From an optimization exercise on the open Yosys and OpenROAD flow, aimed at small area; shortcuts taken in it are not production practice. The RTL was checked by simulation tests, not by an equivalence proof against the original design. Power is estimated from default activity; no workload was simulated.

**flow/config.mk**
```make
export PLATFORM = sky130hd
export DESIGN_NAME = top_module
export DESIGN_NICKNAME = top_module
export VERILOG_FILES = /design/flow/design.v
export SDC_FILE = /design/flow/constraint.sdc
export NUM_CORES = 4
export LEC_CHECK = 0
export ABC_AREA = 1
export CAP_MARGIN = 0
export CORE_MARGIN = 2
export CORE_UTILIZATION = 40
export SLEW_MARGIN = 0
export SYNTH_MEMORY_MAX_BITS = 16384
```
**flow/constraint.sdc**
```tcl
create_clock -name core_clock -period 10.0 [get_ports {clk}]
set_input_delay 2.0000 -clock core_clock [delete_from_list [all_inputs] [get_ports {clk}]]
set_output_delay 2.0000 -clock core_clock [all_outputs]
set_load 0.01 [all_outputs]
```
**flow/design.v**
```verilog
module rom_glcd (
	input [6:0] ch,
	input [2:0] col,
	output reg [6:0] R_D
);
	always @(*)
		case ({ch, col})
			10'h10a: R_D = 7'h5f;
			10'h111: R_D = 7'h07;
			10'h113: R_D = 7'h07;
			10'h118: R_D = 7'h14;
			10'h119: R_D = 7'h7f;
			10'h11a: R_D = 7'h14;
			10'h11b: R_D = 7'h7f;
			10'h11c: R_D = 7'h14;
			10'h120: R_D = 7'h24;
			10'h121: R_D = 7'h2a;
			10'h122: R_D = 7'h7f;
			10'h123: R_D = 7'h2a;
			10'h124: R_D = 7'h12;
			10'h128: R_D = 7'h23;
			10'h129: R_D = 7'h13;
			10'h12a: R_D = 7'h08;
			10'h12b: R_D = 7'h64;
			10'h12c: R_D = 7'h62;
			10'h130: R_D = 7'h36;
			10'h131: R_D = 7'h49;
			10'h132: R_D = 7'h55;
			10'h133: R_D = 7'h22;
			10'h134: R_D = 7'h50;
			10'h139: R_D = 7'h05;
			10'h13a: R_D = 7'h03;
			10'h141: R_D = 7'h1c;
			10'h142: R_D = 7'h22;
			10'h143: R_D = 7'h41;
			10'h149: R_D = 7'h41;
			10'h14a: R_D = 7'h22;
			10'h14b: R_D = 7'h1c;
			10'h150: R_D = 7'h14;
			10'h151: R_D = 7'h08;
			10'h152: R_D = 7'h3e;
			10'h153: R_D = 7'h08;
			10'h154: R_D = 7'h14;
			10'h158: R_D = 7'h08;
			10'h159: R_D = 7'h08;
			10'h15a: R_D = 7'h3e;
			10'h15b: R_D = 7'h08;
			10'h15c: R_D = 7'h08;
			10'h161: R_D = 7'h50;
			10'h162: R_D = 7'h30;
			10'h168: R_D = 7'h08;
			10'h169: R_D = 7'h08;
			10'h16a: R_D = 7'h08;
			10'h16b: R_D = 7'h08;
			10'h16c: R_D = 7'h08;
			10'h171: R_D = 7'h60;
			10'h172: R_D = 7'h60;
			10'h178: R_D = 7'h20;
			10'h179: R_D = 7'h10;
			10'h17a: R_D = 7'h08;
			10'h17b: R_D = 7'h04;
			10'h17c: R_D = 7'h02;
			10'h180: R_D = 7'h3e;
			10'h181: R_D = 7'h51;
			10'h182: R_D = 7'h49;
			10'h183: R_D = 7'h45;
			10'h184: R_D = 7'h3e;
			10'h189: R_D = 7'h42;
			10'h18a: R_D = 7'h7f;
			10'h18b: R_D = 7'h40;
			10'h190: R_D = 7'h42;
			10'h191: R_D = 7'h61;
			10'h192: R_D = 7'h51;
			10'h193: R_D = 7'h49;
			10'h194: R_D = 7'h46;
			10'h198: R_D = 7'h21;
			10'h199: R_D = 7'h41;
			10'h19a: R_D = 7'h45;
			10'h19b: R_D = 7'h4b;
			10'h19c: R_D = 7'h31;
			10'h1a0: R_D = 7'h18;
			10'h1a1: R_D = 7'h14;
			10'h1a2: R_D = 7'h12;
			10'h1a3: R_D = 7'h7f;
			10'h1a4: R_D = 7'h10;
			10'h1a8: R_D = 7'h27;
			10'h1a9: R_D = 7'h45;
			10'h1aa: R_D = 7'h45;
			10'h1ab: R_D = 7'h45;
			10'h1ac: R_D = 7'h39;
			10'h1b0: R_D = 7'h3c;
			10'h1b1: R_D = 7'h4a;
			10'h1b2: R_D = 7'h49;
			10'h1b3: R_D = 7'h49;
			10'h1b4: R_D = 7'h30;
			10'h1b8: R_D = 7'h01;
			10'h1b9: R_D = 7'h71;
			10'h1ba: R_D = 7'h09;
			10'h1bb: R_D = 7'h05;
			10'h1bc: R_D = 7'h03;
			10'h1c0: R_D = 7'h36;
			10'h1c1: R_D = 7'h49;
			10'h1c2: R_D = 7'h49;
			10'h1c3: R_D = 7'h49;
			10'h1c4: R_D = 7'h36;
			10'h1c8: R_D = 7'h06;
			10'h1c9: R_D = 7'h49;
			10'h1ca: R_D = 7'h49;
			10'h1cb: R_D = 7'h29;
			10'h1cc: R_D = 7'h1e;
			10'h1d1: R_D = 7'h36;
			10'h1d2: R_D = 7'h36;
			10'h1d9: R_D = 7'h56;
			10'h1da: R_D = 7'h36;
			10'h1e0: R_D = 7'h08;
			10'h1e1: R_D = 7'h14;
			10'h1e2: R_D = 7'h22;
			10'h1e3: R_D = 7'h41;
			10'h1e8: R_D = 7'h14;
			10'h1e9: R_D = 7'h14;
			10'h1ea: R_D = 7'h14;
			10'h1eb: R_D = 7'h14;
			10'h1ec: R_D = 7'h14;
			10'h1f1: R_D = 7'h41;
			10'h1f2: R_D = 7'h22;
			10'h1f3: R_D = 7'h14;
			10'h1f4: R_D = 7'h08;
			10'h1f8: R_D = 7'h02;
			10'h1f9: R_D = 7'h01;
			10'h1fa: R_D = 7'h51;
			10'h1fb: R_D = 7'h09;
			10'h1fc: R_D = 7'h06;
			10'h200: R_D = 7'h32;
			10'h201: R_D = 7'h49;
			10'h202: R_D = 7'h79;
			10'h203: R_D = 7'h41;
			10'h204: R_D = 7'h3e;
			10'h208: R_D = 7'h7e;
			10'h209: R_D = 7'h11;
			10'h20a: R_D = 7'h11;
			10'h20b: R_D = 7'h11;
			10'h20c: R_D = 7'h7e;
			10'h210: R_D = 7'h7f;
			10'h211: R_D = 7'h49;
			10'h212: R_D = 7'h49;
			10'h213: R_D = 7'h49;
			10'h214: R_D = 7'h36;
			10'h218: R_D = 7'h3e;
			10'h219: R_D = 7'h41;
			10'h21a: R_D = 7'h41;
			10'h21b: R_D = 7'h41;
			10'h21c: R_D = 7'h22;
			10'h220: R_D = 7'h7f;
			10'h221: R_D = 7'h41;
			10'h222: R_D = 7'h41;
			10'h223: R_D = 7'h22;
			10'h224: R_D = 7'h1c;
			10'h228: R_D = 7'h7f;
			10'h229: R_D = 7'h49;
			10'h22a: R_D = 7'h49;
			10'h22b: R_D = 7'h49;
			10'h22c: R_D = 7'h41;
			10'h230: R_D = 7'h7f;
			10'h231: R_D = 7'h09;
			10'h232: R_D = 7'h09;
			10'h233: R_D = 7'h09;
			10'h234: R_D = 7'h01;
			10'h238: R_D = 7'h3e;
			10'h239: R_D = 7'h41;
			10'h23a: R_D = 7'h49;
			10'h23b: R_D = 7'h49;
			10'h23c: R_D = 7'h7a;
			10'h240: R_D = 7'h7f;
			10'h241: R_D = 7'h08;
			10'h242: R_D = 7'h08;
			10'h243: R_D = 7'h08;
			10'h244: R_D = 7'h7f;
			10'h249: R_D = 7'h41;
			10'h24a: R_D = 7'h7f;
			10'h24b: R_D = 7'h41;
			10'h250: R_D = 7'h20;
			10'h251: R_D = 7'h40;
			10'h252: R_D = 7'h41;
			10'h253: R_D = 7'h3f;
			10'h254: R_D = 7'h01;
			10'h258: R_D = 7'h7f;
			10'h259: R_D = 7'h08;
			10'h25a: R_D = 7'h14;
			10'h25b: R_D = 7'h22;
			10'h25c: R_D = 7'h41;
			10'h260: R_D = 7'h7f;
			10'h261: R_D = 7'h40;
			10'h262: R_D = 7'h40;
			10'h263: R_D = 7'h40;
			10'h264: R_D = 7'h40;
			10'h268: R_D = 7'h7f;
			10'h269: R_D = 7'h02;
			10'h26a: R_D = 7'h0c;
			10'h26b: R_D = 7'h02;
			10'h26c: R_D = 7'h7f;
			10'h270: R_D = 7'h7f;
			10'h271: R_D = 7'h04;
			10'h272: R_D = 7'h08;
			10'h273: R_D = 7'h10;
			10'h274: R_D = 7'h7f;
			10'h278: R_D = 7'h3e;
			10'h279: R_D = 7'h41;
			10'h27a: R_D = 7'h41;
			10'h27b: R_D = 7'h41;
			10'h27c: R_D = 7'h3e;
			10'h280: R_D = 7'h7f;
			10'h281: R_D = 7'h09;
			10'h282: R_D = 7'h09;
			10'h283: R_D = 7'h09;
			10'h284: R_D = 7'h06;
			10'h288: R_D = 7'h7f;
			10'h289: R_D = 7'h09;
			10'h28a: R_D = 7'h09;
			10'h28b: R_D = 7'h09;
			10'h28c: R_D = 7'h06;
			10'h290: R_D = 7'h7f;
			10'h291: R_D = 7'h09;
			10'h292: R_D = 7'h19;
			10'h293: R_D = 7'h29;
			10'h294: R_D = 7'h46;
			10'h298: R_D = 7'h46;
			10'h299: R_D = 7'h49;
			10'h29a: R_D = 7'h49;
			10'h29b: R_D = 7'h49;
			10'h29c: R_D = 7'h31;
			10'h2a0: R_D = 7'h01;
			10'h2a1: R_D = 7'h01;
			10'h2a2: R_D = 7'h7f;
			10'h2a3: R_D = 7'h01;
			10'h2a4: R_D = 7'h01;
			10'h2a8: R_D = 7'h3f;
			10'h2a9: R_D = 7'h40;
			10'h2aa: R_D = 7'h40;
			10'h2ab: R_D = 7'h40;
			10'h2ac: R_D = 7'h3f;
			10'h2b0: R_D = 7'h1f;
			10'h2b1: R_D = 7'h20;
			10'h2b2: R_D = 7'h40;
			10'h2b3: R_D = 7'h20;
			10'h2b4: R_D = 7'h1f;
			10'h2b8: R_D = 7'h3f;
			10'h2b9: R_D = 7'h40;
			10'h2ba: R_D = 7'h38;
			10'h2bb: R_D = 7'h40;
			10'h2bc: R_D = 7'h3f;
			10'h2c0: R_D = 7'h63;
			10'h2c1: R_D = 7'h14;
			10'h2c2: R_D = 7'h08;
			10'h2c3: R_D = 7'h14;
			10'h2c4: R_D = 7'h63;
			10'h2c8: R_D = 7'h07;
			10'h2c9: R_D = 7'h08;
			10'h2ca: R_D = 7'h70;
			10'h2cb: R_D = 7'h08;
			10'h2cc: R_D = 7'h07;
			10'h2d0: R_D = 7'h61;
			10'h2d1: R_D = 7'h51;
			10'h2d2: R_D = 7'h49;
			10'h2d3: R_D = 7'h45;
			10'h2d4: R_D = 7'h43;
			10'h2d9: R_D = 7'h7f;
			10'h2da: R_D = 7'h41;
			10'h2db: R_D = 7'h41;
			10'h2e0: R_D = 7'h02;
			10'h2e1: R_D = 7'h04;
			10'h2e2: R_D = 7'h08;
			10'h2e3: R_D = 7'h10;
			10'h2e4: R_D = 7'h20;
			10'h2e9: R_D = 7'h41;
			10'h2ea: R_D = 7'h41;
			10'h2eb: R_D = 7'h7f;
			10'h2f0: R_D = 7'h04;
			10'h2f1: R_D = 7'h02;
			10'h2f2: R_D = 7'h01;
			10'h2f3: R_D = 7'h02;
			10'h2f4: R_D = 7'h04;
			10'h2f8: R_D = 7'h40;
			10'h2f9: R_D = 7'h40;
			10'h2fa: R_D = 7'h40;
			10'h2fb: R_D = 7'h40;
			10'h2fc: R_D = 7'h40;
			10'h301: R_D = 7'h01;
			10'h302: R_D = 7'h02;
			10'h303: R_D = 7'h04;
			10'h308: R_D = 7'h20;
			10'h309: R_D = 7'h54;
			10'h30a: R_D = 7'h54;
			10'h30b: R_D = 7'h54;
			10'h30c: R_D = 7'h78;
			10'h310: R_D = 7'h7f;
			10'h311: R_D = 7'h48;
			10'h312: R_D = 7'h44;
			10'h313: R_D = 7'h44;
			10'h314: R_D = 7'h38;
			10'h318: R_D = 7'h38;
			10'h319: R_D = 7'h44;
			10'h31a: R_D = 7'h44;
			10'h31b: R_D = 7'h44;
			10'h31c: R_D = 7'h20;
			10'h320: R_D = 7'h38;
			10'h321: R_D = 7'h44;
			10'h322: R_D = 7'h44;
			10'h323: R_D = 7'h48;
			10'h324: R_D = 7'h7f;
			10'h328: R_D = 7'h38;
			10'h329: R_D = 7'h54;
			10'h32a: R_D = 7'h54;
			10'h32b: R_D = 7'h54;
			10'h32c: R_D = 7'h18;
			10'h330: R_D = 7'h08;
			10'h331: R_D = 7'h7e;
			10'h332: R_D = 7'h09;
			10'h333: R_D = 7'h01;
			10'h334: R_D = 7'h02;
			10'h338: R_D = 7'h0c;
			10'h339: R_D = 7'h52;
			10'h33a: R_D = 7'h52;
			10'h33b: R_D = 7'h52;
			10'h33c: R_D = 7'h3e;
			10'h340: R_D = 7'h7f;
			10'h341: R_D = 7'h08;
			10'h342: R_D = 7'h04;
			10'h343: R_D = 7'h04;
			10'h344: R_D = 7'h78;
			10'h349: R_D = 7'h44;
			10'h34a: R_D = 7'h7d;
			10'h34b: R_D = 7'h40;
			10'h350: R_D = 7'h20;
			10'h351: R_D = 7'h40;
			10'h352: R_D = 7'h44;
			10'h353: R_D = 7'h3d;
			10'h358: R_D = 7'h7f;
			10'h359: R_D = 7'h10;
			10'h35a: R_D = 7'h28;
			10'h35b: R_D = 7'h44;
			10'h361: R_D = 7'h41;
			10'h362: R_D = 7'h7f;
			10'h363: R_D = 7'h40;
			10'h368: R_D = 7'h7c;
			10'h369: R_D = 7'h04;
			10'h36a: R_D = 7'h18;
			10'h36b: R_D = 7'h04;
			10'h36c: R_D = 7'h78;
			10'h370: R_D = 7'h7c;
			10'h371: R_D = 7'h08;
			10'h372: R_D = 7'h04;
			10'h373: R_D = 7'h04;
			10'h374: R_D = 7'h78;
			10'h378: R_D = 7'h38;
			10'h379: R_D = 7'h44;
			10'h37a: R_D = 7'h44;
			10'h37b: R_D = 7'h44;
			10'h37c: R_D = 7'h38;
			10'h380: R_D = 7'h7c;
			10'h381: R_D = 7'h14;
			10'h382: R_D = 7'h14;
			10'h383: R_D = 7'h14;
			10'h384: R_D = 7'h08;
			10'h388: R_D = 7'h08;
			10'h389: R_D = 7'h14;
			10'h38a: R_D = 7'h14;
			10'h38b: R_D = 7'h18;
			10'h38c: R_D = 7'h7c;
			10'h390: R_D = 7'h7c;
			10'h391: R_D = 7'h08;
			10'h392: R_D = 7'h04;
			10'h393: R_D = 7'h04;
			10'h394: R_D = 7'h08;
			10'h398: R_D = 7'h48;
			10'h399: R_D = 7'h54;
			10'h39a: R_D = 7'h54;
			10'h39b: R_D = 7'h54;
			10'h39c: R_D = 7'h20;
			10'h3a0: R_D = 7'h04;
			10'h3a1: R_D = 7'h3f;
			10'h3a2: R_D = 7'h44;
			10'h3a3: R_D = 7'h40;
			10'h3a4: R_D = 7'h20;
			10'h3a8: R_D = 7'h3c;
			10'h3a9: R_D = 7'h40;
			10'h3aa: R_D = 7'h40;
			10'h3ab: R_D = 7'h20;
			10'h3ac: R_D = 7'h7c;
			10'h3b0: R_D = 7'h1c;
			10'h3b1: R_D = 7'h20;
			10'h3b2: R_D = 7'h40;
			10'h3b3: R_D = 7'h20;
			10'h3b4: R_D = 7'h1c;
			10'h3b8: R_D = 7'h3c;
			10'h3b9: R_D = 7'h40;
			10'h3ba: R_D = 7'h30;
			10'h3bb: R_D = 7'h40;
			10'h3bc: R_D = 7'h3c;
			10'h3c0: R_D = 7'h44;
			10'h3c1: R_D = 7'h28;
			10'h3c2: R_D = 7'h10;
			10'h3c3: R_D = 7'h28;
			10'h3c4: R_D = 7'h44;
			10'h3c8: R_D = 7'h0c;
			10'h3c9: R_D = 7'h50;
			10'h3ca: R_D = 7'h50;
			10'h3cb: R_D = 7'h50;
			10'h3cc: R_D = 7'h3c;
			10'h3d0: R_D = 7'h44;
			10'h3d1: R_D = 7'h64;
			10'h3d2: R_D = 7'h54;
			10'h3d3: R_D = 7'h4c;
			10'h3d4: R_D = 7'h44;
			10'h3d9: R_D = 7'h08;
			10'h3da: R_D = 7'h36;
			10'h3db: R_D = 7'h41;
			10'h3e2: R_D = 7'h7f;
			10'h3e9: R_D = 7'h41;
			10'h3ea: R_D = 7'h36;
			10'h3eb: R_D = 7'h08;
			10'h3f0: R_D = 7'h10;
			10'h3f1: R_D = 7'h08;
			10'h3f2: R_D = 7'h08;
			10'h3f3: R_D = 7'h10;
			10'h3f4: R_D = 7'h08;
			10'h3f8: R_D = 7'h78;
			10'h3f9: R_D = 7'h46;
			10'h3fa: R_D = 7'h41;
			10'h3fb: R_D = 7'h46;
			10'h3fc: R_D = 7'h78;
			default: R_D = 7'h0;
		endcase
endmodule
`timescale 1ns / 1ps
module register_8x16bit
	#(
		parameter B = 8
	)
	(
		input clk, clr, W_E,
		input [3:0] R_A, W_A,
		input [B-1:0] W_D,
		output [B-1:0] R_D
	);
	wire [B-1:0] d = W_D & {B{~clr}};
	wire [16*B-1:0] flat;
	genvar i;
	generate
		for (i = 0; i < 16; i = i + 1) begin : e
			wire we = clr | (W_E & (W_A == i));
			reg [B-1:0] q;
			assign flat[B*i +: B] = q;
			always @(posedge clk)
				if (we) q <= d;
		end
	endgenerate
	mux16x8 #(.B(B)) rd( .sel(R_A), .in(flat), .out(R_D) );
endmodule
`timescale 1ns / 1ps
module glcd
	(
		input clk, reset, ram_write_en, ram_upd, clr_lcd_reg,
		input [3:0] ram_W_A,
		input [6:0] ram_data,
		output clk_out, reset_lcd, d_c,
		output spi_data_out, spi_clk, spi_ce
	);
	localparam [3:0]
		PF   = 4'd6,
		PC0  = 4'd7,
		PC1  = 4'd8,
		PGAP = 4'd13;
	reg [2:0] cdiv;
	reg ph3;
	reg [3:0] bcnt;
	reg [3:0] phase;
	reg [6:0] chr;
	reg [7:0] sbuf;
	reg rst_d;
	reg pend, waiting;
	wire tick = (cdiv == 3'd4);
	wire first = (phase == 4'd0) & (bcnt == 4'd5);
	wire [3:0] ph = {ph3, cdiv};
	reg [6:0] slot [0:15];
	wire [6:0] v15 = ~slot[15];
	wire hit_w = (~ph == ram_W_A);
	wire commit = (ram_write_en | pend) & hit_w;
	always @(posedge clk)
		slot[0] <= clr_lcd_reg ? 7'h00 : (commit ? ram_data : v15);
	genvar j;
	generate
		for (j = 1; j < 16; j = j + 1) begin : ring
			if (j % 2)
				always @(posedge clk) slot[j] <= ~(slot[j-1] & {7{~clr_lcd_reg}});
			else
				always @(posedge clk) slot[j] <= ~(slot[j-1] | {7{clr_lcd_reg}});
		end
	endgenerate
	always @(posedge clk)
		pend <= ~clr_lcd_reg & ~ram_upd & (ram_write_en | pend) & ~hit_w;
	wire [3:0] ram_R_A = chr[3:0] | {4{chr[6] | chr[5] | chr[4]}};
	wire sample = tick & (bcnt == 4'd5) & (phase != PGAP);
	wire bypass = pend & (ram_W_A == ram_R_A);
	wire hit_r = (~ph == ram_R_A);
	wire direct = (phase < PF) | (phase == PC0) | bypass;
	wire [6:0] ch = (sample & bypass) ? ram_data : v15;
	wire [6:0] glyph;
	wire [2:0] col = (phase == PF) ? 3'd0 : phase[2:0];
	rom_glcd rom( .ch(ch), .col(col), .R_D(glyph) );
	reg [7:0] next_byte;
	always @(*)
		case (phase)
			4'd0: next_byte = 8'h21;
			4'd1: next_byte = 8'hb0;
			4'd2: next_byte = 8'h04;
			4'd3: next_byte = 8'h14;
			4'd4: next_byte = 8'h20;
			4'd5: next_byte = 8'h0c;
			PC0: next_byte = 8'h00;
			default: next_byte = {1'b0, glyph};
		endcase
	always @(posedge clk)
		rst_d <= reset;
	always @(posedge clk)
		if (reset == 1'b0) begin
			cdiv <= 3'd0;
			ph3 <= 1'b0;
			bcnt <= 4'd5;
			phase <= 4'd0;
			chr <= 7'd0;
			waiting <= 1'b0;
		end
		else begin
			cdiv <= cdiv + 1'b1;
			if (cdiv == 3'd7)
				ph3 <= ~ph3;
			if (tick) begin
				if (phase == PGAP) begin
					phase <= PC0;
					chr <= (chr == 7'd83) ? 7'd0 : chr + 1'b1;
				end
				else begin
					bcnt <= bcnt + 1'b1;
					if (bcnt == 4'd4)
						phase <= (phase == PF) ? PC1 : phase + 1'b1;
				end
			end
			if (sample & ~direct & ~hit_r)
				waiting <= 1'b1;
			else if (hit_r)
				waiting <= 1'b0;
		end
	always @(posedge clk)
		if ((sample & (direct | hit_r)) | (waiting & hit_r))
			sbuf <= next_byte;
	wire slow_clk = (cdiv[2] & (cdiv[1] | cdiv[0])) | ((cdiv == 3'd0) & ~first);
	assign clk_out = (cdiv[2] & cdiv[1]) | ((cdiv[2:1] == 2'b00) & ~first);
	assign spi_clk = ~slow_clk;
	assign reset_lcd = rst_d;
	assign d_c = phase[3] | (phase == PC0) | ((phase == PF) & (bcnt != 4'd5));
	assign spi_ce = ~bcnt[3];
	assign spi_data_out = bcnt[3] & sbuf[~bcnt[2:0]];
endmodule
`timescale 1ns / 1ps
module register_copier
	(
		input clk, en,
		input [6:0] RAM_data,
		output tRAM_W_EN, SU_completed, upd,
		output reg [3:0] RAM_WR_A,
		output [6:0] tRAM_data
	);
	localparam [2:0]
		S0  = 3'd0,
		S1A = 3'd1,
		S2  = 3'd2,
		S1  = 3'd3,
		S3  = 3'd4;
	reg [5:0] ctr;
	reg [2:0] state;
	reg [6:0] data;
	wire tick = (ctr == 6'd16);
	always @(posedge clk)
		if (en == 1'b0) begin
			ctr <= 6'd0;
			state <= S0;
		end
		else begin
			ctr <= ctr + 1'b1;
			if (tick)
				case (state)
					S0: begin
						state <= S1A;
						RAM_WR_A <= 4'd0;
						data <= 7'h00;
					end
					S1A: begin
						state <= S2;
						data <= RAM_data;
					end
					S2: state <= (RAM_WR_A == 4'd15) ? S3 : S1;
					S1: begin
						state <= S2;
						data <= RAM_data;
						RAM_WR_A <= RAM_WR_A + 1'b1;
					end
					default: state <= state;
				endcase
		end
	assign tRAM_W_EN = (state == S1A) | (state == S2) | (state == S1);
	assign SU_completed = (state == S3);
	assign upd = en & tick & ((state == S0) | (state == S1A) | (state == S1));
	assign tRAM_data = data;
endmodule
`timescale 1ns / 1ps
module ptext_rom_8x16bit
	(
		input clk, reset,
		input W_E,
		input [3:0] W_A,
		input [7:0] W_D,
		input [3:0] R_A,
		output [7:0] R_D
    );
	wire [7:0] d31 = (W_D & {8{reset}}) | (8'h31 & {8{~reset}});
	wire [7:0] d32 = (W_D & {8{reset}}) | (8'h32 & {8{~reset}});
	wire [7:0] d00 = W_D & {8{reset}};
	wire [127:0] flat;
	genvar i;
	generate
		for (i = 0; i < 16; i = i + 1) begin : e
			wire we = ~reset | (W_E & (W_A == i));
			reg [7:0] q;
			assign flat[8*i +: 8] = q;
			always @(posedge clk)
				if (we) q <= (i >= 14) ? d00 : ((i % 2) ? d32 : d31);
		end
	endgenerate
	mux16x8 rd( .sel(R_A), .in(flat), .out(R_D) );
endmodule
`timescale 1ns / 1ps
module key_rom_8x16bit
	(
		input clk, reset,
		input W_E,
		input [3:0] W_A,
		input [7:0] W_D,
		input [3:0] R_A,
		output [7:0] R_D
    );
	wire [7:0] d5a = (W_D & {8{reset}}) | (8'h5A & {8{~reset}});
	wire [7:0] d68 = (W_D & {8{reset}}) | (8'h68 & {8{~reset}});
	wire [7:0] d00 = W_D & {8{reset}};
	wire [127:0] flat;
	genvar i;
	generate
		for (i = 0; i < 16; i = i + 1) begin : e
			wire we = ~reset | (W_E & (W_A == i));
			reg [7:0] q;
			assign flat[8*i +: 8] = q;
			always @(posedge clk)
				if (we) q <= (i >= 12) ? d00 : ((i % 2) ? d68 : d5a);
		end
	endgenerate
	mux16x8 rd( .sel(R_A), .in(flat), .out(R_D) );
endmodule
`timescale 1ns / 1ps
module mux16x8
	#(
		parameter B = 8
	)
	(
		input [3:0] sel,
		input [16*B-1:0] in,
		output [B-1:0] out
	);
	assign out = in[sel*B +: B];
endmodule
`timescale 1ns / 1ps
module encryption
	(
		input clk, en,
		input [7:0] text_data, key_data,
		output cipher_w_en, finished,
		output reg [3:0] text_address_ctr, key_address_ctr,
		output [7:0] cipher_data
	);
	localparam [2:0]
		S0 = 3'd0,
		S1 = 3'd1,
		S2 = 3'd2,
		S3 = 3'd3,
		S4 = 3'd4;
	reg [2:0] state, nstate;
	wire tz = (text_data == 8'h00);
	wire kz = (key_data == 8'h00);
	always @(posedge clk)
		if (en == 1'b0) begin
			state <= S0;
			text_address_ctr <= 4'b0;
			key_address_ctr <= 4'b0;
		end
		else begin
			state <= nstate;
			if (state == S3) begin
				text_address_ctr <= text_address_ctr + 1'b1;
				key_address_ctr <= key_address_ctr + 1'b1;
			end
			else if (state == S2)
				key_address_ctr <= 4'b0;
		end
	always @(*)
		case (state)
			S0: nstate = (tz | kz) ? S4 : S1;
			S1: nstate = tz ? S4 : (kz ? S2 : S3);
			S2, S3: nstate = S1;
			S4: nstate = S4;
			default: nstate = S0;
		endcase
	assign cipher_w_en = (state == S1);
	assign finished = (state == S4);
	assign cipher_data = key_data ^ text_data;
endmodule
`timescale 1ns / 1ps
module datapath
	(
		input clk, reset,
		input wire en_encryption, clr_RAM, en_copier,
		input wire [1:0] key,
		input wire load, load_sel,
		input wire [3:0] load_addr,
		input wire [7:0] load_data,
		output wire encry_completed, copy_completed,
		output wire clk_out, reset_lcd, d_c,
		output wire spi_data_out, spi_clk, spi_ce
    );
	wire en_RAM, w_en, copier_upd;
	wire [3:0] rw_address, c_text_ram_W_A, c_key_ram_W_A;
	wire [7:0] r_d1, r_d2, cipher_data;
	wire [6:0] r_d3, ram_data1;
	wire [7:0] plain_or_key = key[0] ? r_d2 : r_d1;
	wire [6:0] ram_data2 = key[1] ? r_d3 : (plain_or_key[6:0] & {7{~plain_or_key[7]}});
	wire [6:0] cipher_code = cipher_data[6:0] & {7{~cipher_data[7]}};
	glcd lcd( .clk(clk), .reset(reset), .ram_write_en(en_RAM), .ram_upd(copier_upd), .clr_lcd_reg(clr_RAM),
		.ram_W_A(rw_address), .ram_data(ram_data1), .clk_out(clk_out),
		.reset_lcd(reset_lcd), .d_c(d_c), .spi_data_out(spi_data_out),
		.spi_clk(spi_clk), .spi_ce(spi_ce) );
	register_copier reg_copier( .clk(clk), .en(en_copier), .RAM_data(ram_data2),
			.tRAM_W_EN(en_RAM), .SU_completed(copy_completed), .upd(copier_upd), .RAM_WR_A(rw_address),
			.tRAM_data(ram_data1) );
	ptext_rom_8x16bit plain_text( .clk(clk), .reset(reset), .W_E(load & ~load_sel),
					.W_A(load_addr), .W_D(load_data),
					.R_A(en_encryption ? c_text_ram_W_A : rw_address), .R_D(r_d1) );
	key_rom_8x16bit key_text( .clk(clk), .reset(reset), .W_E(load & load_sel),
					.W_A(load_addr), .W_D(load_data),
					.R_A(en_encryption ? c_key_ram_W_A : rw_address), .R_D(r_d2) );
	register_8x16bit #(.B(7)) cipher_text ( .clk(clk), .clr(clr_RAM),
					.W_E(w_en), .W_A(c_text_ram_W_A), .W_D(cipher_code),
					.R_A(rw_address), .R_D(r_d3) );
	encryption encrypt( .clk(clk), .en(en_encryption), .text_data(r_d1), .key_data(r_d2),
		.cipher_w_en(w_en), .finished(encry_completed), .text_address_ctr(c_text_ram_W_A),
		.key_address_ctr(c_key_ram_W_A), .cipher_data(cipher_data) );
endmodule
`timescale 1ns / 1ps
module controller
	(
		input clk, reset,
		input crypt, encry_completed, b1, b2, b3,
		input copy_completed,
		output en_encryption, clr_RAM, en_copier,
		output [1:0] key,
		output led_init, led_wait1
    );
	localparam [2:0]
		INIT = 3'b000,
		WAIT = 3'b001,
		ENC  = 3'b100,
		CCPY = 3'b101,
		TCPY = 3'b110,
		KCPY = 3'b111;
	reg [2:0] state, nstate;
	always @(posedge clk)
		if (reset == 1'b0)
			state <= INIT;
		else
			state <= nstate;
	always @(*)
		case (state)
			INIT: nstate = crypt ? ENC : INIT;
			ENC:  nstate = encry_completed ? WAIT : ENC;
			WAIT:
				case ({b1, b2, b3})
					3'b100: nstate = TCPY;
					3'b010: nstate = KCPY;
					3'b001: nstate = CCPY;
					default: nstate = WAIT;
				endcase
			CCPY, TCPY, KCPY: nstate = copy_completed ? WAIT : state;
			default: nstate = INIT;
		endcase
	assign led_init = (state == INIT);
	assign led_wait1 = (state == WAIT);
	assign clr_RAM = led_init;
	assign en_copier = state[2];
	assign en_encryption = (state == ENC);
	assign key = {~state[1], state[0]};
endmodule
`timescale 1ns / 1ps
module top_module
	(
		input clk, reset,
		input wire crypt, b1, b2, b3,
		input wire load, load_sel,
		input wire [3:0] load_addr,
		input wire [7:0] load_data,
		output wire led_init, led_wait1,
		output wire clk_out, reset_lcd, d_c,
		output wire spi_data_out, spi_clk, spi_ce
    );
	wire encry_completed, copy_completed, en_encryption, clr_RAM, en_copier;
	wire [1:0] key;
	controller cont( .clk(clk), .reset(reset), .crypt(crypt), .encry_completed(encry_completed),
					.b1(b1), .b2(b2), .b3(b3), .copy_completed(copy_completed),
					.en_encryption(en_encryption), .clr_RAM(clr_RAM), .key(key),
					.led_init(led_init), .led_wait1(led_wait1), .en_copier(en_copier) );
	datapath data ( .clk(clk), .reset(reset), .en_encryption(en_encryption),
				.clr_RAM(clr_RAM), .key(key), .encry_completed(encry_completed),
				.load(load), .load_sel(load_sel), .load_addr(load_addr), .load_data(load_data),
				.copy_completed(copy_completed), .en_copier(en_copier), .clk_out(clk_out), .reset_lcd(reset_lcd),
				.d_c(d_c), .spi_data_out(spi_data_out), .spi_clk(spi_clk), .spi_ce(spi_ce) );
endmodule
```
**flow/flow/run.sh**
```bash
#!/bin/bash
# Layout flow: the standard ORFS flow with two changes:
#  1. synthesis maps the combinational logic with a stronger area-oriented ABC
#     script (abc_deep.script); everything else in synthesis (including register
#     mapping and naming) is the standard synthesis script unchanged;
#  2. clock tree synthesis uses CTS_ARGS from cts_args.txt.
# Each tool's output goes to the ORFS logs (orfs/logs/...) and to flow.log here.
set -euo pipefail
W=$PWD
mkdir -p mysynth
# standard synthesis, with only the abc call replaced
sed "s#source \$::env(SCRIPTS_DIR)/synth.tcl#source $W/mysynth/synth.tcl#" synth_recipe.tcl > mysynth/synth_recipe.tcl
sed "s#log_cmd abc {\*}\$abc_args#log_cmd abc -script $W/flow/abc_deep.script {*}\$lib_args {*}\$lib_dont_use_args#" \
    "$FLOW_HOME/scripts/synth.tcl" > mysynth/synth.tcl
grep -q "abc_deep.script" mysynth/synth.tcl
grep -q "mysynth/synth.tcl" mysynth/synth_recipe.tcl
sed "s#SYNTH_SCRIPT=[^ ]*#SYNTH_SCRIPT=$W/mysynth/synth_recipe.tcl#" standard.sh > mystandard.sh
grep -q "mysynth/synth_recipe.tcl" mystandard.sh
export CTS_ARGS="$(cat flow/cts_args.txt)"
bash mystandard.sh finish > flow.log 2>&1
```
**flow/flow/abc_deep.script**
```
strash
&get -n
&deepsyn -T 150
&put
&get -n
&dch
&nf -R 2000 -F 20 -A 20
&put
```
**flow/flow/cts_args.txt**
```
-sink_clustering_enable -repair_clock_nets -buf_list sky130_fd_sc_hd__clkbuf_16 -sink_clustering_size 26 -sink_clustering_max_diameter 90 -dont_use_dummy_load
```
**flow/standard.sh**
```bash
#!/bin/bash
# synth_recipe.tcl (not shown) runs the flow's synth.tcl, then flattens the netlist and writes it again
# the make line also repeats each setting of config.mk as NAME=value (left out here)
make -C /OpenROAD-flow-scripts/flow DESIGN_CONFIG=/design/flow/config.mk WORK_HOME=/design/flow/orfs CLKGATE_MAP_FILE= SYNTH_SCRIPT=/design/flow/synth_recipe.tcl "${@:-finish}"
```
==> flow_summary.json, run 1 <==
{
  "outcome": "timing/DRC/antenna clean",
  "gp_congestion": 1.06,
  "ys_seq_area_frac": 0.668,
  "setup_ws_ps": 3930,
  "diodes": 0,
  "setup_viol": 0,
  "antenna_found_initial": 0,
  "peakVddDrop_v": 0.000144,
  "layout-drive-gt1-share": 0.0578,
  "viasPerCell": 6.17,
  "dp_hpwl_mm": 50.3,
  "leakagePower_nw": 8.30,
  "yosysWarningCount": 9,
  "period_needed_ps": 6070,
  "cts_made_buffers": 28,
  "rows": 86,
  "grt_usage": 0.256,
  "post_cts_resized": 0,
  "use_met2": 0.416,
  "ios": 28,
  "place_area_mm2": 0.0239,
  "async_reset_ff_frac": 0,
  "clk_latency_ps": 610,
  "busiest_layer": "met2",
  "drtPass1Iterations": 7,
  "met1_usage": 0.342,
  "cp-end-kind": "flip-flop",
  "post_cts_buffers": 0,
  "syn_nets": 1960,
  "grt_first_pass_wirelength_mm": 109,
  "grt_remaining_overflow": 0,
  "synth_cell_types": 59,
  "numPortBuffers": 27,
  "synth_edf_count": 387,
  "synth_area_mm2": 0.0221,
  "placed_cells": 2735,
  "min_period_over_period": 0.607,
  "area_growth_pct": 11.3,
  "required_ps": 10380,
  "p_total_mw": 4.65,
  "die_area_mm2": 0.0572,
  "hold_buffers": 0,
  "slew-limit-headroom": 0.0840,
  "coreArea_mm2": 0.0549,
  "cp_top_family": "simple AND/OR/NAND/NOR gates",
  "drv_slew": 0,
  "p_per_area_mw_per_mm2": 189,
  "cts-root-buf": "clkbuf_16",
  "critical_path_peak_fanout": 31,
  "wl_mm": 73.5,
  "reg2reg_depth": 16,
  "fillers": 5203,
  "timing.critical_path.mode_cell": "nor3_1",
  "synthFlopType": "edfxtp_1",
  "path_cells": "and2_0 > a21oi_1 > and3_1 > and2_0 > nor2_1 > a21o_1 > buf_4 > nor2_1 > nor3_1 > nor3_1 > o21ai_0 > a31oi_1 > o21ai_0 > a21oi_1 > nor3_1 > nor3_1",
  "rsz0062_at_grt": "no",
  "fin_util": 0.448,
  "slowest_stage": "and2_0",
  "slowest_delay_ps": 840,
  "max_freq_mhz": 165,
  "cp.buffers_inverters": 1,
  "tightest_slew_ps": 1360,
  "clockBufferDepth": 3,
  "drc_errors": 0,
  "postSynthCellCount": 1925,
  "cts.clk_slew.worst_paths_ps": 90,
  "timing_worst_setup_path_type": "flip-flop to flip-flop",
  "final_cells": 2764,
  "vias": 17047,
  "fin_area_mm2": 0.0246,
  "cts_tree": "yes",
  "htree_levels": 1,
  "holdPathStages": 1,
  "drtIter0Drc": 1908,
  "min_path_type": "flip-flop to flip-flop",
  "ys_ff_latch": 544,
  "initial_core_util": 0.403,
  "avgSynthCellArea_um2": 11.5,
  "maxCapViolCount": 0,
  "worst_setup_path_start_kind": "flip-flop",
  "pre_cts_slack_ps": 4200,
  "ant_nets": 0,
  "layout.nets": 2097,
  "wire_per_inst_um": 26.6,
  "multi_input_area_mm2": 0.00730,
  "ff_latch_area_mm2": 0.0148,
  "fin_worst_skew_ps": 86.3,
  "die_h_um": 239,
  "cts_sinks": 544,
  "arrival_ps": 6440,
  "die-width_um": 239,
  "cp.depth": 16,
  "whs_ps": 366,
  "hold_violations": 0,
  "grt_pass1_vias": 16564,
  "grt_max_degree": 74,
  "fin_tns_setup_ps": 0,
  "use_met3": 0.0344
}
routing by layer:
layer	routed length (µm)	vias to the layer above
met5	0	-
met4	3520	0
met3	5130	175
met2	34300	736
met1	30600	8456
li1	-	7680
final timing paths:
path / from / endpoint / slack (ps)
worst max-delay path: data.lcd.phase[2]$_SDFFE_PN0P_ / data.lcd.sbuf[3]$_DFFE_PP_ / 3930
worst min-delay path: data.lcd.slot[6][6]$_DFF_P_ / data.lcd.slot[7][6]$_DFF_P_ / 370
worst max register to register: data.lcd.phase[2]$_SDFFE_PN0P_ / data.lcd.sbuf[3]$_DFFE_PP_ / 3930
worst min register to register: data.lcd.slot[6][6]$_DFF_P_ / data.lcd.slot[7][6]$_DFF_P_ / 370
cells in the final DEF (no fill, tap or decap), drive strengths merged, types with 5 or more instances in the layout:
master,Yosys,final
nand2b,16,16
or3,5,5
a21o,7,7
nor4,33,33
nor2b,17,17
buf,0,81
nand3,41,41
or2,5,5
a222oi,22,22
o221ai,11,11
nand4,15,15
a221oi,9,9
nor2,259,259
edfxtp,387,387
nor3b,8,8
clkbuf,0,28
a211oi,6,6
a21boi,6,6
ha,15,15
o21ai,167,167
clkdlybuf4s50,0,26
and2,25,25
nor3,78,78
o2111ai,8,8
o211ai,20,20
xnor2,17,17
o31ai,8,8
clkinv,21,21
nand2,239,239
dfxtp,157,157
and3,14,14
a21oi,124,124
a22oi,14,14
a31oi,40,40
o22ai,83,83
Yosys cell counts (15+ instances only):
cell / number / area share
a222oi_1: 22 / 0.010
nand4_1: 15 / 0.0042
o22ai_1: 83 / 0.023
nor3_1: 78 / 0.018
o21ai_0: 167 / 0.038
a21oi_1: 124 / 0.028
nand2b_1: 16 / 0.0045
ha_1: 15 / 0.0085
nand2_1: 239 / 0.041
nor4_1: 33 / 0.0093
and2_0: 25 / 0.0071
clkinv_1: 21 / 0.0036
a31oi_1: 40 / 0.011
dfxtp_1: 157 / 0.14
nor2_1: 259 / 0.044
xnor2_1: 17 / 0.0067
nand3_1: 41 / 0.0093
o211ai_1: 20 / 0.0068
nor2b_1: 17 / 0.0048
edfxtp_1: 387 / 0.53
cell families (layout without fill, tap and decap cells):
family,after synthesis,after routing,share of synthesized area
XOR/XNOR,20,20,0.00793
adder cells (fa/ha/maj),15,15,0.00849
buffers and inverters,21,156,0.00357
AO/OA/AOI/OAI,562,562,0.157
flip-flops,544,544,0.668
AND/OR/NAND/NOR,761,761,0.153
multiplexers,2,2,0.00147
state kept, by name, indices dropped and copies added, names as in the netlist:
name                           count
cont.state                         3
data.reg_copier.data               7
data.lcd.phase                     4
data.lcd.cdiv                      3
data.lcd.ph3                       1
data.reg_copier.ctr                6
data.lcd.sbuf                      8
data.reg_copier.state              3
data.lcd.bcnt                      4
data.lcd.chr                       7
data.lcd.waiting                   1
data.reg_copier.RAM_WR_A           4
data.encrypt.key_address_ctr       4
data.encrypt.text_address_ctr      4
data.lcd.slot                    112
data.cipher_text.e.q             112
data.plain_text.e.q              128
data.lcd.rst_d                     1
data.key_text.e.q                128
data.encrypt.state                 3
data.lcd.pend                      1
power breakdown:
part | switching, mW | total (mW) | leakage [nW] | internal [mW]
combinational | 0.425 | 0.560 | 2.79 | 0.135
sequential | 0.0980 | 2.93 | 5.16 | 2.83
clock | 0.668 | 1.16 | 0.345 | 0.496
total | 1.19 | 4.65 | 8.30 | 3.46
area by class of cell:
cell class / instances / share of cell area
clock buffers: 28 / 0.0285
inverters: 21 / 0.00321
multi-input cells: 1360 / 0.297
flip-flops and latches: 544 / 0.600
well taps: 704 / 0.0358
repair buffers: 107 / 0.0351
==> run 2, diff against run 1 <==
--- a/flow/design.v
+++ b/flow/design.v
@@ -477,3 +477,3 @@
 	reg [6:0] chr;
-	reg [7:0] sbuf;
+	reg [6:0] sbuf;
 	reg rst_d;
@@ -484,7 +484,8 @@
 	reg [6:0] slot [0:15];
-	wire [6:0] v15 = ~slot[15];
+	wire [6:0] v15 = slot[15];
 	wire hit_w = (~ph == ram_W_A);
 	wire commit = (ram_write_en | pend) & hit_w;
+	wire zeroing = clr_lcd_reg | ((phase == 4'd0) & ((bcnt == 4'd5) | (bcnt == 4'd6) | ((bcnt == 4'd7) & ph3)));
 	always @(posedge clk)
-		slot[0] <= clr_lcd_reg ? 7'h00 : (commit ? ram_data : v15);
+		slot[0] <= zeroing ? 7'h00 : (commit ? ram_data : v15);
 	genvar j;
@@ -492,6 +493,3 @@
 		for (j = 1; j < 16; j = j + 1) begin : ring
-			if (j % 2)
-				always @(posedge clk) slot[j] <= ~(slot[j-1] & {7{~clr_lcd_reg}});
-			else
-				always @(posedge clk) slot[j] <= ~(slot[j-1] | {7{clr_lcd_reg}});
+			always @(posedge clk) slot[j] <= slot[j-1];
 		end
@@ -501,6 +499,6 @@
 	wire [3:0] ram_R_A = chr[3:0] | {4{chr[6] | chr[5] | chr[4]}};
-	wire sample = tick & (bcnt == 4'd5) & (phase != PGAP);
+	wire glyph_phase = (phase == PF) | (phase[3] & (phase != PGAP));
+	wire sample = tick & (bcnt == 4'd5) & glyph_phase;
 	wire bypass = pend & (ram_W_A == ram_R_A);
 	wire hit_r = (~ph == ram_R_A);
-	wire direct = (phase < PF) | (phase == PC0) | bypass;
 	wire [6:0] ch = (sample & bypass) ? ram_data : v15;
@@ -509,13 +507,11 @@
 	rom_glcd rom( .ch(ch), .col(col), .R_D(glyph) );
-	reg [7:0] next_byte;
+	reg [7:0] setup_byte;
 	always @(*)
-		case (phase)
-			4'd0: next_byte = 8'h21;
-			4'd1: next_byte = 8'hb0;
-			4'd2: next_byte = 8'h04;
-			4'd3: next_byte = 8'h14;
-			4'd4: next_byte = 8'h20;
-			4'd5: next_byte = 8'h0c;
-			PC0: next_byte = 8'h00;
-			default: next_byte = {1'b0, glyph};
+		case (phase[2:0])
+			3'd0: setup_byte = 8'h21;
+			3'd1: setup_byte = 8'hb0;
+			3'd2: setup_byte = 8'h04;
+			3'd3: setup_byte = 8'h14;
+			3'd4: setup_byte = 8'h20;
+			default: setup_byte = 8'h0c;
 		endcase
@@ -547,3 +543,3 @@
 			end
-			if (sample & ~direct & ~hit_r)
+			if (sample & ~bypass & ~hit_r)
 				waiting <= 1'b1;
@@ -553,4 +549,4 @@
 	always @(posedge clk)
-		if ((sample & (direct | hit_r)) | (waiting & hit_r))
-			sbuf <= next_byte;
+		if ((sample & (bypass | hit_r)) | (waiting & hit_r))
+			sbuf <= glyph;
 	wire slow_clk = (cdiv[2] & (cdiv[1] | cdiv[0])) | ((cdiv == 3'd0) & ~first);
@@ -561,3 +557,5 @@
 	assign spi_ce = ~bcnt[3];
-	assign spi_data_out = bcnt[3] & sbuf[~bcnt[2:0]];
+	wire [2:0] bidx = ~bcnt[2:0];
+	wire [7:0] sbuf8 = {1'b0, sbuf};
+	assign spi_data_out = bcnt[3] & ((phase < PF) ? setup_byte[bidx] : (glyph_phase & sbuf8[bidx]));
 endmodule
--- a/flow/config.mk
+++ b/flow/config.mk
@@ -11,2 +11,3 @@
 export CORE_UTILIZATION = 40
+export GPL_TIMING_DRIVEN = 0
 export SLEW_MARGIN = 0
==> run 2 against run 1 <==
Against the previous run: worst setup slack got worse by 1100 ps; sequential cell count is 1 lower; fmax fell by 16%; die area fell by 1.7%; via count decreased by 6.8%; critical path type unchanged.
==> flow_summary.json, run 2 <==
{
  "outcome": "timing/DRC/antenna clean",
  "slew-limit-headroom": 0.0803,
  "layout-drive-gt1-share": 0.0399,
  "yosysTopAreaCell": "edfxtp_1",
  "fillers": 4898,
  "gp_congestion": 1.01,
  "hold_start": "data.lcd.slot[13][4]$_DFF_P_",
  "clk_latency_ps": 630,
  "cp-end-kind": "flip-flop",
  "period_needed_ps": 7180,
  "die_area_mm2": 0.0562,
  "post_cts_resized": 0,
  "antenna_found_initial": 0,
  "worst_setup_path_start_kind": "flip-flop",
  "ys_seq_area_frac": 0.678,
  "pwr-share-seq": 0.634,
  "cts-root-buf": "clkbuf_16",
  "final_cells": 2527,
  "synthMuxAreaShare": 0.00731,
  "leakagePower_nw": 8.09,
  "worstSetupStartpoint": "data.reg_copier.RAM_WR_A[3]$_SDFFCE_PP0P_",
  "peakVddDrop_v": 0.000155,
  "rows": 85,
  "postSynthCellCount": 1754,
  "dp_hpwl_mm": 45.8,
  "ys_top_cells_by_count": "386 x edfxtp_1, 182 x nor2_1, 157 x dfxtp_1",
  "synth_edf_count": 386,
  "synth_top_area_frac": 0.534,
  "cp.buffers_inverters": 1,
  "synth_cell_types": 56,
  "numPortBuffers": 27,
  "mostFrequentLayoutCell": "edfxtp_1",
  "drtPass1Iterations": 6,
  "diodes": 0,
  "grt_first_pass_wirelength_mm": 99.5,
  "grt_remaining_overflow": 0,
  "yosys.area_share.simple": 0.119,
  "ios": 28,
  "drc_errors": 0,
  "async_reset_ff_frac": 0,
  "whs_ps": 172,
  "rsz0062_at_grt": "no",
  "top_layer": "met4",
  "grt_pass1_vias": 15081,
  "cts_tree": "yes",
  "synth-adder-area-share": 0.0121,
  "clockPowerShare": 0.254,
  "final_cell_mix": "386 x edfxtp_1, 178 x nor2_1, 157 x dfxtp_1",
  "synth_top_family_by_area": "compound AO/OA/AOI/OAI gates",
  "wl_met1_mm": 28.2,
  "setup_viol": 0,
  "die_h_um": 237,
  "reg_top3": "data.key_text.e.q: 128 flops, data.plain_text.e.q: 128 flops",
  "fin_tns_setup_ps": 0,
  "synthFlopType": "edfxtp_1",
  "wl_mm": 66.5,
  "post_cts_buffers": 0,
  "path_cells": "nand2_1 > o21ai_0 > nand2_1 > a21oi_1 > clkinv_1 > nor2_2 > mux2_1 > nor2_1 > nor2_1 > nor3_1 > a2111oi_0 > a21oi_1 > nor2_1 > o21ai_0 > a311oi_1 > a21oi_1",
  "met2_length_mm": 30.2,
  "htree_levels": 1,
  "drv_slew": 0,
  "cts_made_buffers": 28,
  "die-width_um": 237,
  "placed_cells": 2498,
  "clockBufferDepth": 3,
  "rrSetupSlack_ps": 2820,
  "synth.most_common_cell": "edfxtp_1",
  "synth-xor-area-share": 0.00766,
  "ant_nets": 0,
  "required_ps": 10250,
  "arrival_ps": 7440,
  "viasPerCell": 6.29,
  "synth_area_mm2": 0.0217,
  "grt_usage": 0.234,
  "hold_buffers": 0,
  "intPower_mw": 3.41,
  "area_growth_pct": 10.4,
  "synth_compound_area_frac": 0.171,
  "ys_ff_latch": 543,
  "slowest_stage": "mux2_1",
  "slowest_delay_ps": 1130,
  "maxCapViolCount": 0,
  "routed-wl-met3_mm": 5.34,
  "initial_core_util": 0.404,
  "netlist_top_cells_area": "edfxtp_1 53%, dfxtp_1 14%, o21ai_0 3.4%",
  "vias": 15888,
  "cp_top_family": "simple AND/OR/NAND/NOR gates",
  "yosysWarningCount": 9,
  "netSwitchingFraction": 0.244,
  "layout.nets": 1874,
  "p_total_mw": 4.51,
  "min_path_type": "flip-flop to flip-flop",
  "wire_per_inst_um": 26.3,
  "drtIter0Drc": 2073,
  "fin_worst_skew_ps": 147,
  "grt_max_degree": 61,
  "r2r_start": "data.reg_copier.RAM_WR_A[3]$_SDFFCE_PP0P_",
  "cts_sinks": 543,
  "p_per_area_mw_per_mm2": 188,
  "cts.clk_slew.worst_paths_ps": 90,
  "tightest_slew_ps": 1380,
  "hold_violations": 0,
  "max_freq_mhz": 139,
  "power_switching_mw": 1.10,
  "timing_worst_setup_path_type": "flip-flop to flip-flop",
  "min_period_over_period": 0.718,
  "power_frac_comb": 0.112,
  "coreArea_mm2": 0.0537,
  "syn_nets": 1795,
  "critical_path_peak_fanout": 29,
  "avgSynthCellArea_um2": 12.4
}
[run 2: kinds of logic (layout without fill, tap and decap cells)]
logic type,Yosys count,in the layout
fa+ha+maj,21,21
xor+xnor,19,19
mux,14,14
flops,543,543
buf+inv,28,105
simple gates,564,564
compound gates,565,565
[run 2: final cells by class]
type,count,area (µm²),share of cell area
clock buffers,28,701,0.0292
inverters,28,105,0.00438
multi-input cells,1183,7000,0.292
repair buffers,49,577,0.0240
flip-flops and latches,543,14700,0.614
well taps,696,871,0.0363
[run 2: path summary, 6_finish.rpt]
check                                      end  cells after the start
hold / removal    data.lcd.slot[14][4]$_DFF_P_                      0
setup reg to reg    data.lcd.sbuf[3]$_DFFE_PP_                     16
setup / recovery    data.lcd.sbuf[3]$_DFFE_PP_                     16
hold reg to reg   data.lcd.slot[14][4]$_DFF_P_                      0
[run 2: per-stage QoR]
stage,cell area (µm²),setup WS [ps],utilization
floorplan,21700,4650,-
global placement,22900,647,0.426
detailed placement,23300,3020,0.433
CTS,24000,2990,0.446
global route,24000,2340,0.447
finish,24000,2820,0.447
[run 2: routing by layer]
layer	track usage	vias up
met1	0.323	7857
met4	0.0827	0
met2	0.374	782
met5	0	-
li1	-	7090
met3	0.0393	159
[run 2: power groups by stage]
stage                     Combinational [mW]  Clock, mW  Sequential [mW]
after floorplan                        0.306          0             2.88
after global placement                 0.489          0             2.90
after detailed placement               0.505          0             2.91
after CTS                              0.507       1.18             2.86
after global routing                   0.554       1.25             2.89
final                                  0.507       1.15             2.86
==> run 3, diff against run 2 <==
--- a/flow/config.mk
+++ b/flow/config.mk
@@ -11,3 +11,2 @@
 export CORE_UTILIZATION = 40
-export GPL_TIMING_DRIVEN = 0
 export SLEW_MARGIN = 0
==> run 3 against run 2 <==
Against the previous run: fmax rose by 21%; sequential cell count did not move; register-to-register slack gained 1300 ps; non-clock buffer count is 37 higher; cell area increased by 0.37%; clock skew shrank 54 ps; critical path depth increased by 3; global-route usage rose by 2.1 points; worst setup slack better by 1300 ps; via count rose by 2.8%; largest power group unchanged.
==> flow_summary.json, run 3 <==
{
  "async_reset_ff_frac": 0,
  "grt_remaining_overflow": 0,
  "synthFlopType": "edfxtp_1",
  "arrival_ps": 6160,
  "ant_nets": 0,
  "min_period_over_period": 0.591,
  "numPortBuffers": 27,
  "period_needed_ps": 5910,
  "clockBufferDepth": 3,
  "max_freq_mhz": 169,
  "rsz0062_at_grt": "no",
  "synth_top_family_by_area": "compound AO/OA/AOI/OAI gates",
  "grt_first_pass_wirelength_mm": 107,
  "cts_tree": "yes",
  "cts_made_buffers": 29,
  "synthMuxAreaShare": 0.00731,
  "synth_cell_types": 56,
  "post_cts_buffers": 0,
  "drv_slew": 0,
  "coreArea_mm2": 0.0537,
  "setup_viol": 0,
  "required_ps": 10250,
  "leakagePower_nw": 8.21,
  "initial_core_util": 0.404,
  "yosysTopAreaCell": "edfxtp_1",
  "p_per_area_mw_per_mm2": 189,
  "die_h_um": 237,
  "layout.nets": 1912,
  "vias": 16325,
  "rows": 85,
  "timing_worst_setup_path_type": "flip-flop to flip-flop",
  "synth-adder-area-share": 0.0121,
  "mostFrequentLayoutCell": "edfxtp_1",
  "die_area_mm2": 0.0562,
  "ios": 28,
  "fin_area_mm2": 0.0241,
  "die-width_um": 237,
  "reg_top3": "data.key_text.e.q: 128 flops, data.plain_text.e.q: 128 flops",
  "hold_buffers": 0,
  "ys_seq_area_frac": 0.678,
  "synth_edf_count": 386,
  "synth-xor-area-share": 0.00766,
  "timing.critical_path.mode_cell": "nor2_1",
  "slowest_delay_ps": 700,
  "synth_area_mm2": 0.0217,
  "cts-root-buf": "clkbuf_16",
  "tightest_slew_ps": 1410,
  "clk_latency_ps": 630,
  "place_area_mm2": 0.0233,
  "slowest_stage": "mux2_1",
  "synth.most_common_cell": "edfxtp_1",
  "p_total_mw": 4.56,
  "post_cts_resized": 0,
  "netlist_top_cells_area": "edfxtp_1 53%, dfxtp_1 14%, o21ai_0 3.4%",
  "path_cells": "nand2_1 > nor3_1 > nor2_1 > nor2_1 > nand3_1 > nor2_1 > buf_4 > mux2_1 > nor2_1 > buf_4 > nor2_1 > nand2_1 > nand2_1 > a2111oi_0 > nor2_1 > o221ai_1 > o21ai_0 > o21ai_0 > nand3_1",
  "cp-end-kind": "flip-flop",
  "avgSynthCellArea_um2": 12.4,
  "drc_errors": 0,
  "maxCapViolCount": 0,
  "cts.clk_slew.worst_paths_ps": 100,
  "critical_path_peak_fanout": 17,
  "worst_setup_path_start_kind": "flip-flop",
  "yosys.area_share.simple": 0.119,
  "grt_usage": 0.255,
  "slew-limit-headroom": 0.0588,
  "antenna_found_initial": 1,
  "wl_mm": 72.3,
  "area_growth_pct": 10.8,
  "fin_worst_skew_ps": 93.3,
  "gp_congestion": 1.01,
  "peakVddDrop_v": 0.000136,
  "dp_hpwl_mm": 49.4,
  "hold_violations": 0,
  "yosysWarningCount": 9,
  "fillers": 4872,
  "final_cell_mix": "386 x edfxtp_1, 182 x nor2_1, 157 x dfxtp_1",
  "syn_nets": 1795,
  "postSynthCellCount": 1754,
  "outcome": "timing/DRC/antenna clean",
  "synth_top_area_frac": 0.534,
  "drtPass1Iterations": 6,
  "cp_top_family": "simple AND/OR/NAND/NOR gates",
  "min_path_type": "flip-flop to flip-flop",
  "ys_top_cells_by_count": "386 x edfxtp_1, 182 x nor2_1, 157 x dfxtp_1",
  "drtIter0Drc": 1913,
  "fin_tns_setup_ps": 0,
  "synth_compound_area_frac": 0.171,
  "grt_max_degree": 68,
  "fin_util": 0.448,
  "viasPerCell": 6.36,
  "ys_ff_latch": 543,
  "cp.buffers_inverters": 2,
  "grt_pass1_vias": 15795,
  "htree_levels": 1,
  "wire_per_inst_um": 28.2,
  "cts_sinks": 543,
  "layout-drive-gt1-share": 0.0540
}
-- run 3: cell counts after synthesis --
Identical to the previous run, type by type.
-- run 3: area by class of cell --
class                      count  area [µm²]  area share
timing repair buffer          86         708      0.0294
tap                          696         871      0.0362
inverter                      28         105     0.00437
sequential                   543       14700       0.612
multi-input combinational   1183        6930       0.288
clock buffer                  29         726      0.0301
antenna                        1        2.50    0.000104
-- run 3: cells by family (layout without fill, tap and decap cells) --
logic type | after synthesis | in the layout
AO/OA/AOI/OAI | 565 | 565
buffers and inverters | 28 | 143
AND/OR/NAND/NOR | 564 | 564
adder cells (fa/ha/maj) | 21 | 21
other | 0 | 1
flip-flops | 543 | 543
multiplexers | 14 | 14
XOR/XNOR | 19 | 19
-- run 3: path summary, 6_finish.rpt --
kind / start / to / slack, ps / cells after the start
min reg2reg: data.lcd.slot[13][5]$_DFF_P_ / data.lcd.slot[14][5]$_DFF_P_ / 300 / 0
min: data.lcd.slot[13][5]$_DFF_P_ / data.lcd.slot[14][5]$_DFF_P_ / 300 / 0
max: data.lcd.phase[1]$_SDFFE_PN0P_ / data.lcd.sbuf[1]$_DFFE_PP_ / 4090 / 19
max reg2reg: data.lcd.phase[1]$_SDFFE_PN0P_ / data.lcd.sbuf[1]$_DFFE_PP_ / 4090 / 19
-- run 3: layer usage --
layer / vias up / global-route usage / wire length, µm
met3: 163 / 0.0332 / 4990
li1: 7172 / - / -
met1: 8267 / 0.365 / 31900
met5: - / 0 / 0
met4: 0 / 0.0832 / 2440
met2: 723 / 0.403 / 32900
-- run 3: metrics by stage --
step	setup slack (ps)	hold slack, ps	instances
final	4090	300	2566
after global routing	3710	306	2565
after CTS	4260	301	2565
after detailed placement	4390	312	2536
after global placement	4390	310	2536
after floorplan	4650	310	1754
-- run 3: power breakdown --
part	switching, mW	internal, mW
sequential	0.0877	2.77
clock	0.668	0.512
combinational	0.374	0.145
-- run 3: worst reg2reg max path, cell delays in order (launching register included) --
cell and delay [ps]:
dfxtp_1 620, nand2_1 120, nor3_1 500, nor2_1 80, nor2_1 150, nand3_1 210, nor2_1 160, buf_4 250
mux2_1 700, nor2_1 260, buf_4 250, nor2_1 160, nand2_1 210, nand2_1 150, a2111oi_0 550, nor2_1 90
o221ai_1 390, o21ai_0 150, o21ai_0 360, nand3_1 160

==> afterwards: timing with drivers on the ports <==
The flow's constraints put no driver on any port. The routed layouts listed below were extracted and timed again, unchanged, in two steps. Step 1 sets driving cells, clkbuf_16 on the clock port and buf_2 on the other inputs (assumed; they add their load-dependent delay and slew). Step 2 times the ports against the registers' clock, not the clock port: input delays grow and output delays shrink by t, the midpoint of the rising clock arrivals with the driver on. Three values: ideal ports, drivers, drivers and shift; two values: the first two.
run | t, ns | setup slack, ns | hold WS [ns] | worst register clock-pin slew, ns | pins driven straight from the clock port
run 1 | 0.623 | 3.933 / 3.933 / 3.933 | 0.366 / 0.366 / 0.366 | 0.10 / 0.10 | 1
run 2 | 0.614 | 2.817 / 2.817 / 2.817 | 0.172 / 0.172 / 0.172 | 0.10 / 0.10 | 1
run 3 | 0.637 | 4.086 / 4.086 / 4.086 | 0.300 / 0.300 / 0.300 | 0.10 / 0.10 | 1
After both steps setup and hold are still met in every run listed.
